This is an optimization exercise on Yosys and OpenROAD, whose aim is small area and a short achievable clock period, not a production implementation. Only simulation tests tie the RTL to the original design; equivalence was not proved. No driver is modelled on the clock port, so clocking that relies on it looks cheaper here than on a real chip. Power and IR drop assume default switching activity.

south:
==> flow/design.v (excerpt) <==
module mips_cpu (
    input  wire        clk,
    input  wire        rst,
    input  wire [31:0] mem_rdata,
    output wire [31:0] mem_addr,
    output wire [31:0] mem_wdata,
    output wire        mem_wr
);
Size in the first run: about 1400 flip-flops, ~0.064 mm2 of cells after synthesis.
Settings: LEC_CHECK=0, ABC_AREA=0, CAP_MARGIN=20, CORE_MARGIN=2, CORE_UTILIZATION=55, SLEW_MARGIN=20; clock period 21.0 ns.
standard.sh (not shown) runs the stock make flow with config.mk's settings and CLKGATE_MAP_FILE= SYNTH_SCRIPT=/design/flow/synth_recipe.tcl, a recipe that flattens the netlist after the stock synthesis.
==> flow/flow/run.sh <==
#!/bin/bash
# Own layout flow: the standard flow (standard.sh) run in three parts, with
# these changes (the design, the SDC and the clock period are the standard flow's own):
#  - the port buffers that global placement inserts are sky130_fd_sc_hd__buf_4
#    instead of the default cell (a slow clock-delay buffer); every input and
#    output port still gets its own buffer;
#  - clock tree synthesis runs without dummy load cells and with larger sink
#    clusters (fewer clock buffers); the clock port drives only the root buffer;
#  - after placement, the flip-flops that drive output port buffers are given
#    a stronger drive (dfxtp_1 -> dfxtp_4, same cell type) and re-legalized;
#  - after clock tree synthesis, repair_timing is run with a setup margin, so
#    the resizer sizes up the gates of the longest paths.
# Each tool's full output goes to its own log file in this folder.
set -euo pipefail
export BUFFER_PORTS_ARGS="-buffer_cell sky130_fd_sc_hd__buf_4"
export CTS_ARGS="-sink_clustering_enable -repair_clock_nets -dont_use_dummy_load -sink_clustering_size 24 -sink_clustering_max_diameter 80"
R=orfs/results/sky130hd/mips_cpu/base
bash standard.sh place > standard_place.log 2>&1
ODB_IN=$R/3_place.odb ODB_OUT=$R/3_place.odb openroad -exit flow/upsize.tcl > upsize.log 2>&1
bash standard.sh cts > standard_cts.log 2>&1
ODB_IN=$R/4_cts.odb SDC_IN=$R/4_cts.sdc ODB_OUT=$R/4_cts.odb MARGIN=16.3 openroad -exit flow/repair.tcl > repair.log 2>&1
bash standard.sh > standard_finish.log 2>&1
==> flow/flow/upsize.tcl <==
# Upsize the flip-flops that drive the output ports' buffers (drive strength
# only; the cell type stays the same), then re-legalize the placement.
read_db $::env(ODB_IN)
set db [ord::get_db]
set block [ord::get_db_block]
set n 0
foreach bterm [$block getBTerms] {
  if {[$bterm getIoType] != "OUTPUT"} { continue }
  set net [$bterm getNet]
  set buf ""
  foreach it [$net getITerms] { if {[$it isOutputSignal]} { set buf [$it getInst] } }
  if {$buf == ""} { continue }
  set n2 ""
  foreach it [$buf getITerms] { if {[$it isInputSignal] && [$it getNet] != "NULL"} { set n2 [$it getNet] } }
  if {$n2 == ""} { continue }
  foreach it [$n2 getITerms] {
    if {[$it isOutputSignal]} {
      set ff [$it getInst]
      set m [[$ff getMaster] getName]
      if {[regexp {^(sky130_fd_sc_hd__dfxtp)_1$} $m -> base]} {
        $ff swapMaster [$db findMaster ${base}_4]
        incr n
      }
    }
  }
}
puts "upsized $n output flip-flops"
detailed_placement
check_placement
write_db $::env(ODB_OUT)
Other scripts of this flow, unchanged in this note and not shown: flow/flow/repair.tcl
Looking at the reports, south completed the entire flow and the layout it produced met the timing, DRC and antenna checks.
diff inputs: south => middle
diff --git a/flow/flow/run.sh b/flow/flow/run.sh
--- a/flow/flow/run.sh
+++ b/flow/flow/run.sh
@@ -10 +10,2 @@
-#    a stronger drive (dfxtp_1 -> dfxtp_4, same cell type) and re-legalized;
+#    a stronger drive (dfxtp_1 -> dfxtp_4, same cell type), moved next to
+#    their port buffers, and the placement is re-legalized;
@@ -16 +17 @@
-export CTS_ARGS="-sink_clustering_enable -repair_clock_nets -dont_use_dummy_load -sink_clustering_size 24 -sink_clustering_max_diameter 80"
+export CTS_ARGS="-sink_clustering_enable -repair_clock_nets -dont_use_dummy_load -sink_clustering_size 26 -sink_clustering_max_diameter 90"
diff --git a/flow/flow/upsize.tcl b/flow/flow/upsize.tcl
--- a/flow/flow/upsize.tcl
+++ b/flow/flow/upsize.tcl
@@ -2 +2,2 @@
-# only; the cell type stays the same), then re-legalize the placement.
+# only), move each next to its port buffer, then re-legalize the placement.
+# (The output flops then sit by their pins: a short wire from each to its buffer.)
@@ -23,0 +25,2 @@
+      set loc [$buf getLocation]
+      $ff setLocation [lindex $loc 0] [lindex $loc 1]
On switching part of the total: between south and middle, it ends up higher for middle.
[compare] base=south new=middle: via count now sits at about the same level; final cell utilization of the core did not really move; slack of the critical path has increased; power density normalized to cell area decreased by about 0.7% relative to the old numbers.
On sum of routed wire segments on met1, south and middle are neck and neck.
On flip-flop and latch share of the layout cell area, south tracks middle almost exactly.
Going from south to middle, number of design-rule violations left by the first detailed-router iteration grew by a few percent.


Starting RTL as in the previous note.
Settings: LEC_CHECK=0, ABC_AREA=0, CAP_MARGIN=20, CORE_MARGIN=2, CORE_UTILIZATION=55, SLEW_MARGIN=20; clock period 21.0 ns.
==> flow/flow/run.sh <==
#!/bin/bash
# Own layout flow: the standard flow (standard.sh) run in three parts, with
# these changes (the design, the SDC and the clock period are the standard flow's own):
#  - the port buffers that global placement inserts are sky130_fd_sc_hd__buf_4
#    instead of the default cell (a slow clock-delay buffer); every input and
#    output port still gets its own buffer;
#  - clock tree synthesis runs without dummy load cells and with larger sink
#    clusters (fewer clock buffers); the clock port drives only the root buffer;
#  - after placement, the flip-flops that drive output port buffers are given
#    a stronger drive (dfxtp_1 -> dfxtp_4, same cell type), moved next to
#    their port buffers, and the placement is re-legalized;
#  - after clock tree synthesis, repair_timing is run with a setup margin, so
#    the resizer sizes up the gates of the longest paths.
# Each tool's full output goes to its own log file in this folder.
set -euo pipefail
export BUFFER_PORTS_ARGS="-buffer_cell sky130_fd_sc_hd__buf_4"
export CTS_ARGS="-sink_clustering_enable -repair_clock_nets -dont_use_dummy_load -sink_clustering_size 26 -sink_clustering_max_diameter 90"
R=orfs/results/sky130hd/mips_cpu/base
bash standard.sh place > standard_place.log 2>&1
ODB_IN=$R/3_place.odb ODB_OUT=$R/3_place.odb openroad -exit flow/upsize.tcl > upsize.log 2>&1
bash standard.sh cts > standard_cts.log 2>&1
ODB_IN=$R/4_cts.odb SDC_IN=$R/4_cts.sdc ODB_OUT=$R/4_cts.odb MARGIN=16.0 openroad -exit flow/repair.tcl > repair.log 2>&1
bash standard.sh > standard_finish.log 2>&1
==> flow/flow/upsize.tcl <==
# Upsize the flip-flops that drive the output ports' buffers (drive strength
# only), move each next to its port buffer, then re-legalize the placement.
# (The output flops then sit by their pins: a short wire from each to its buffer.)
read_db $::env(ODB_IN)
set db [ord::get_db]
set block [ord::get_db_block]
set n 0
foreach bterm [$block getBTerms] {
  if {[$bterm getIoType] != "OUTPUT"} { continue }
  set net [$bterm getNet]
  set buf ""
  foreach it [$net getITerms] { if {[$it isOutputSignal]} { set buf [$it getInst] } }
  if {$buf == ""} { continue }
  set n2 ""
  foreach it [$buf getITerms] { if {[$it isInputSignal] && [$it getNet] != "NULL"} { set n2 [$it getNet] } }
  if {$n2 == ""} { continue }
  foreach it [$n2 getITerms] {
    if {[$it isOutputSignal]} {
      set ff [$it getInst]
      set m [[$ff getMaster] getName]
      if {[regexp {^(sky130_fd_sc_hd__dfxtp)_1$} $m -> base]} {
        $ff swapMaster [$db findMaster ${base}_4]
        incr n
      }
      set loc [$buf getLocation]
      $ff setLocation [lindex $loc 0] [lindex $loc 1]
    }
  }
}
puts "upsized $n output flip-flops"
detailed_placement
check_placement
write_db $::env(ODB_OUT)
Other scripts of this flow, unchanged in this note and not shown: flow/flow/repair.tcl
The starting point went through all stages and came out clean.
Next try:
--- a/flow/flow/run.sh
+++ b/flow/flow/run.sh
@@ -9,4 +9,3 @@
 #  - after placement, the flip-flops that drive output port buffers are given
-#    a stronger drive (dfxtp_1 -> dfxtp_4, same cell type), moved next to
-#    their port buffers, and the placement is re-legalized;
+#    a stronger drive (dfxtp_1 -> dfxtp_4, same cell type) and re-legalized;
 #  - after clock tree synthesis, repair_timing is run with a setup margin, so
@@ -16,3 +15,3 @@
 export BUFFER_PORTS_ARGS="-buffer_cell sky130_fd_sc_hd__buf_4"
-export CTS_ARGS="-sink_clustering_enable -repair_clock_nets -dont_use_dummy_load -sink_clustering_size 26 -sink_clustering_max_diameter 90"
+export CTS_ARGS="-sink_clustering_enable -repair_clock_nets -dont_use_dummy_load -sink_clustering_size 24 -sink_clustering_max_diameter 80"
 R=orfs/results/sky130hd/mips_cpu/base
--- a/flow/flow/upsize.tcl
+++ b/flow/flow/upsize.tcl
@@ -1,4 +1,3 @@
 # Upsize the flip-flops that drive the output ports' buffers (drive strength
-# only), move each next to its port buffer, then re-legalize the placement.
-# (The output flops then sit by their pins: a short wire from each to its buffer.)
+# only; the cell type stays the same), then re-legalize the placement.
 read_db $::env(ODB_IN)
@@ -24,4 +23,2 @@
       }
-      set loc [$buf getLocation]
-      $ff setLocation [lindex $loc 0] [lindex $loc 1]
     }
=>
- synthesized cell count stays the same
- die area is unchanged
- worst setup slack degrades by 0.0046 ns

[what the ideal ports hide]
No port has a modelled driver above. Below, the same layouts with a new extraction and two added sets of constraints.
Step 1, drivers: a clkbuf_16 drives clk and a buf_2 each remaining input, both assumed.
Step 2, shift: input delay + t, output delay - t, t = (earliest + latest rising clock arrival at the registers) / 2. This alone moves slack from input paths to output paths.
Three values: no drivers, after step 1, after step 2; two values: the first two.
| run | t (ns) | slack for setup (ns) | worst setup path after step 2 | latest minus earliest clock arrival (ns) | cell pins on the clock port's net |
|---|---|---|---|---|---|
| south | 0.750 | 15.639 / 15.560 / 15.703 | input to register | 0.086 / 0.086 | 1 |
| middle | 0.720 | 15.646 / 15.569 / 15.736 | input to register | 0.110 / 0.110 | 1 |
| the first run of note 2 | 0.720 | 15.641 / 15.565 / 15.710 | register to register | 0.108 / 0.108 | 1 |
| the second run of note 2 | 0.748 | 15.637 / 15.560 / 15.678 | register to register | 0.083 / 0.083 | 1 |
After both steps every run listed still meets setup and hold.
